From an optimization exercise on the open Yosys and OpenROAD flow, aimed at small area; shortcuts taken in it are not production practice. Function was checked by simulation only, so behaviour that the tests miss may differ from the original. Power is estimated from default activity; no workload was simulated.

lagoon:
Design Shooter_top, start of the top module:
module Shooter_top
	(
		CLOCK_50,
		RESETN,
		SW,
		PS2_CLK,
		PS2_DAT,
		HEX3,
		HEX2,
		HEX1,
		HEX0,
		LEDR,
		PIX_X,
		PIX_Y,
		PIX_COLOUR
	);
Size in the first run: about 2,900 cells after synthesis, about 84 I/O pins, ~19,000 um2 of cells after synthesis.
clock: 20.0 ns
lec_check: 0
cap_margin: 20
core_margin: 2
core_utilization: 40
cts_cluster_diameter: 120
cts_cluster_size: 22
gpl_routability_driven: 1
gpl_timing_driven: 0
slew_margin: 20
standard.sh (not shown) runs the stock make flow with config.mk's settings and CLKGATE_MAP_FILE= SYNTH_SCRIPT=/design/flow/synth_recipe.tcl, a recipe that flattens the netlist after the stock synthesis.
==> flow/flow/run.sh <==
#!/bin/bash
# Standard ORFS layout, with one extra step: after the standard synthesis, the
# combinational logic between the registers is re-optimised with ABC (deepsyn with a
# few random seeds, in rounds, keeping the smallest netlist); every register instance is
# kept as the standard synthesis made it, which the script checks.
set -euo pipefail
cd "$(dirname "$0")/.."
WORK=$PWD
R=$WORK/orfs/results/$FLOW_PLATFORM/Shooter_top/base
LIB=$FLOW_HOME/platforms/$FLOW_PLATFORM/lib/sky130_fd_sc_hd__tt_025C_1v80.lib
YOSYS=$(command -v yosys || echo /OpenROAD-flow-scripts/tools/install/yosys/bin/yosys)
JOBS=${NUM_CORES:-8}
ROUNDS=4
T=180

# 1. standard synthesis
bash standard.sh $R/1_2_yosys.v > synth_standard.log 2>&1
cp $R/1_2_yosys.v $WORK/std_1_2_yosys.v

# 2. re-optimise the logic
DU=$(grep -o 'cell *( *"\?sky130_fd_sc_hd__\(lpflow\|probe\)[a-z0-9_]*' $LIB | sed 's/.*(\s*"\?//' | sort -u | sed 's/^/-dont_use /' | tr '\n' ' ')
area() { grep 'Chip area' "$1" | awk '{print $NF}'; }
mkdir -p reopt
best=$WORK/std_1_2_yosys.v
bestarea=1e12
for r in $(seq 1 $ROUNDS); do
  for k in $(seq 0 $((JOBS - 1))); do
    if (( k % 2 == 0 )); then m="dch -f; amap"; else m="dch; amap"; fi
    if (( k % 4 < 2 )); then pre="strash; dc2"; else pre="strash"; fi
    sc="$pre; \&get -n; \&deepsyn -T $T -S $(( (r * JOBS + k) % 101 )); \&put; $m; topo"
    sed -e "s|@LIB@|$LIB|g" -e "s|@IN@|$best|g" -e "s|@OUT@|$WORK/reopt/r${r}_$k.v|g" \
        -e "s|@DU@|$DU|g" -e "s|@TOP@|$FLOW_TOP|g" -e "s|@SCRIPT@|$sc|" \
        -e "s|@STAT@|$WORK/reopt/r${r}_$k.stat|" flow/reopt.ys > reopt/r${r}_$k.ys
    $YOSYS -s reopt/r${r}_$k.ys > reopt/r${r}_$k.log 2>&1 &
  done
  wait
  for k in $(seq 0 $((JOBS - 1))); do
    f=$WORK/reopt/r${r}_$k
    [[ -f $f.stat && -f $f.v ]] || continue
    a=$(area $f.stat)
    if awk "BEGIN{exit !($a < $bestarea)}"; then bestarea=$a; best=$f.v; fi
  done
  echo "round $r: best $bestarea ($best)" >> reopt.log
done
cp $best $WORK/reopt.v

regs() { grep -o 'sky130_fd_sc_hd__[es]\?df[a-z0-9_]* [^ ]*' "$1" | sort; }
if ! cmp -s <(regs $WORK/std_1_2_yosys.v) <(regs $WORK/reopt.v); then
  echo "registers changed by the re-optimisation" >&2; exit 1
fi
cp $WORK/reopt.v $R/1_2_yosys.v
touch $R/1_2_yosys.v

# 3. the rest of the standard layout
bash standard.sh > layout.log 2>&1
Other scripts of this flow, unchanged in this note and not shown: flow/flow/reopt.ys
lagoon closes out successfully: all stages finished, all timing, DRC and antenna checks passed.
--- input diff lagoon..willow ---
# lagoon
export LEC_CHECK = 0
export CAP_MARGIN = 20
export CORE_MARGIN = 2
export CORE_UTILIZATION = 40
export CTS_CLUSTER_DIAMETER = 120
export CTS_CLUSTER_SIZE = 22
export GPL_ROUTABILITY_DRIVEN = 1
export GPL_TIMING_DRIVEN = 0
export SLEW_MARGIN = 20
create_clock -name core_clock -period 20.0 [get_ports {CLOCK_50}]
# willow
export LEC_CHECK = 0
export CAP_MARGIN = 0
export CORE_MARGIN = 2
export CORE_UTILIZATION = 40
export CTS_CLUSTER_DIAMETER = 120
export CTS_CLUSTER_SIZE = 22
export GPL_ROUTABILITY_DRIVEN = 1
export GPL_TIMING_DRIVEN = 0
export SLEW_MARGIN = 0
create_clock -name core_clock -period 20.0 [get_ports {CLOCK_50}]
-- flow/flow/run.sh --
<<< lagoon, line 10
LIB=$FLOW_HOME/platforms/$FLOW_PLATFORM/lib/sky130_fd_sc_hd__tt_025C_1v80.lib
YOSYS=$(command -v yosys || echo /OpenROAD-flow-scripts/tools/install/yosys/bin/yosys)
JOBS=${NUM_CORES:-8}
ROUNDS=4
T=180

# 1. standard synthesis
>>> willow, line 10
LIB=$FLOW_HOME/platforms/$FLOW_PLATFORM/lib/sky130_fd_sc_hd__tt_025C_1v80.lib
YOSYS=$(command -v yosys || echo /OpenROAD-flow-scripts/tools/install/yosys/bin/yosys)
JOBS=12
ROUNDS=2
T=150

# 1. standard synthesis
<<< lagoon, line 52
touch $R/1_2_yosys.v

# 3. the rest of the standard layout
bash standard.sh > layout.log 2>&1
>>> willow, line 52
touch $R/1_2_yosys.v

# 3. the rest of the standard layout; every port still gets its own buffer, the
# smallest one (buf_1)
export BUFFER_PORTS_ARGS="-buffer_cell sky130_fd_sc_hd__buf_1"
# clock tree: clusters of up to 22 registers, each driven by a clkbuf_16, clkbuf_4 above
# them, no dummy loads
export CTS_ARGS="-sink_clustering_enable -repair_clock_nets -sink_clustering_size 22 -sink_clustering_max_diameter 120 -dont_use_dummy_load -buf_list sky130_fd_sc_hd__clkbuf_4 -sink_clustering_buffer sky130_fd_sc_hd__clkbuf_16"
bash standard.sh > layout.log 2>&1
==> summary.txt <==
The final report for willow shows a completed flow and a layout that fails verification, specifically capacitance limit, slew limit.
The final reports for willow and lagoon show fraction of final layout cells with drive strength greater than 1 lower in the former.
Taking lagoon as the reference, in willow global-route total usage across every layer went down, data-path buffer share of cell area in the final layout dropped 1.5 points.
Summary — headroom to the max-slew limit, willow relative to lagoon: lower, by 13 points.
The inputs of violet differ from those of willow as listed below.
# willow
export LEC_CHECK = 0
export CAP_MARGIN = 0
export CORE_MARGIN = 2
export CORE_UTILIZATION = 40
export CTS_CLUSTER_DIAMETER = 120
export CTS_CLUSTER_SIZE = 22
export GPL_ROUTABILITY_DRIVEN = 1
export GPL_TIMING_DRIVEN = 0
export SLEW_MARGIN = 0
create_clock -name core_clock -period 20.0 [get_ports {CLOCK_50}]
# violet
export LEC_CHECK = 0
export CAP_MARGIN = 20
export CORE_MARGIN = 2
export CORE_UTILIZATION = 40
export GPL_ROUTABILITY_DRIVEN = 1
export GPL_TIMING_DRIVEN = 0
export SLEW_MARGIN = 20
create_clock -name core_clock -period 20.0 [get_ports {CLOCK_50}]
-- flow/flow/run.sh --
<<< willow, line 10
LIB=$FLOW_HOME/platforms/$FLOW_PLATFORM/lib/sky130_fd_sc_hd__tt_025C_1v80.lib
YOSYS=$(command -v yosys || echo /OpenROAD-flow-scripts/tools/install/yosys/bin/yosys)
JOBS=12
ROUNDS=2
T=150

# 1. standard synthesis
>>> violet, line 10
LIB=$FLOW_HOME/platforms/$FLOW_PLATFORM/lib/sky130_fd_sc_hd__tt_025C_1v80.lib
YOSYS=$(command -v yosys || echo /OpenROAD-flow-scripts/tools/install/yosys/bin/yosys)
JOBS=${NUM_CORES:-8}
ROUNDS=3
T=120

# 1. standard synthesis
<<< willow, line 52
touch $R/1_2_yosys.v

# 3. the rest of the standard layout; every port still gets its own buffer, the
# smallest one (buf_1)
export BUFFER_PORTS_ARGS="-buffer_cell sky130_fd_sc_hd__buf_1"
# clock tree: clusters of up to 22 registers, each driven by a clkbuf_16, clkbuf_4 above
# them, no dummy loads
export CTS_ARGS="-sink_clustering_enable -repair_clock_nets -sink_clustering_size 22 -sink_clustering_max_diameter 120 -dont_use_dummy_load -buf_list sky130_fd_sc_hd__clkbuf_4 -sink_clustering_buffer sky130_fd_sc_hd__clkbuf_16"
bash standard.sh > layout.log 2>&1
>>> violet, line 52
touch $R/1_2_yosys.v

# 3. the rest of the standard layout
bash standard.sh > layout.log 2>&1
### Flow results
Relative to willow, the internal cell power of violet is higher by about 44%.
Per the comparison of violet with willow, proportion of layout cells with a drive suffix above 1 has increased, CTS buffer count has increased, number of multi-input logic gates has increased, clock tree buffer count of the final layout has increased.
Worst hold margin: violet vs willow — no meaningful difference
The final layout from violet, which completed every stage, passed the timing, design-rule and antenna checks at the end of the flow.
The higher maximum frequency of violet and willow is in violet.

static timing again, ports no longer ideal:
The results above use ideal ports. As a check the final layouts listed here were re-extracted and re-timed, cells and wires unchanged. Step 1 (the two cells are an assumption about what drives the block):
set clk [get_ports {CLOCK_50}]
set_driving_cell -lib_cell sky130_fd_sc_hd__clkbuf_16 $clk
set_driving_cell -lib_cell sky130_fd_sc_hd__buf_2 [delete_from_list [all_inputs] $clk]
Step 2 moves the port delays by t, midway between the first and last clock arrival at a register: inputs arrive t later, outputs are due t later. That takes back most of the time a late clock gives input paths. a / b / c = no drivers / after step 1 / after step 2; a / b = the first two.
| run | t (ns) | slack for setup (ns) | worst setup path after step 2 | clock arrival spread, ns | cell pins on the clock port's net |
|---|---|---|---|---|---|
| lagoon | 0.597 | 6.602 / 6.602 / 6.602 | register to register | 0.035 / 0.035 | 1 |
| willow | 0.844 | 6.626 / 6.626 / 6.626 | register to register | 0.050 / 0.050 | 1 |
| violet | 0.639 | 7.517 / 7.517 / 7.517 | register to register | 0.013 / 0.014 | 1 |
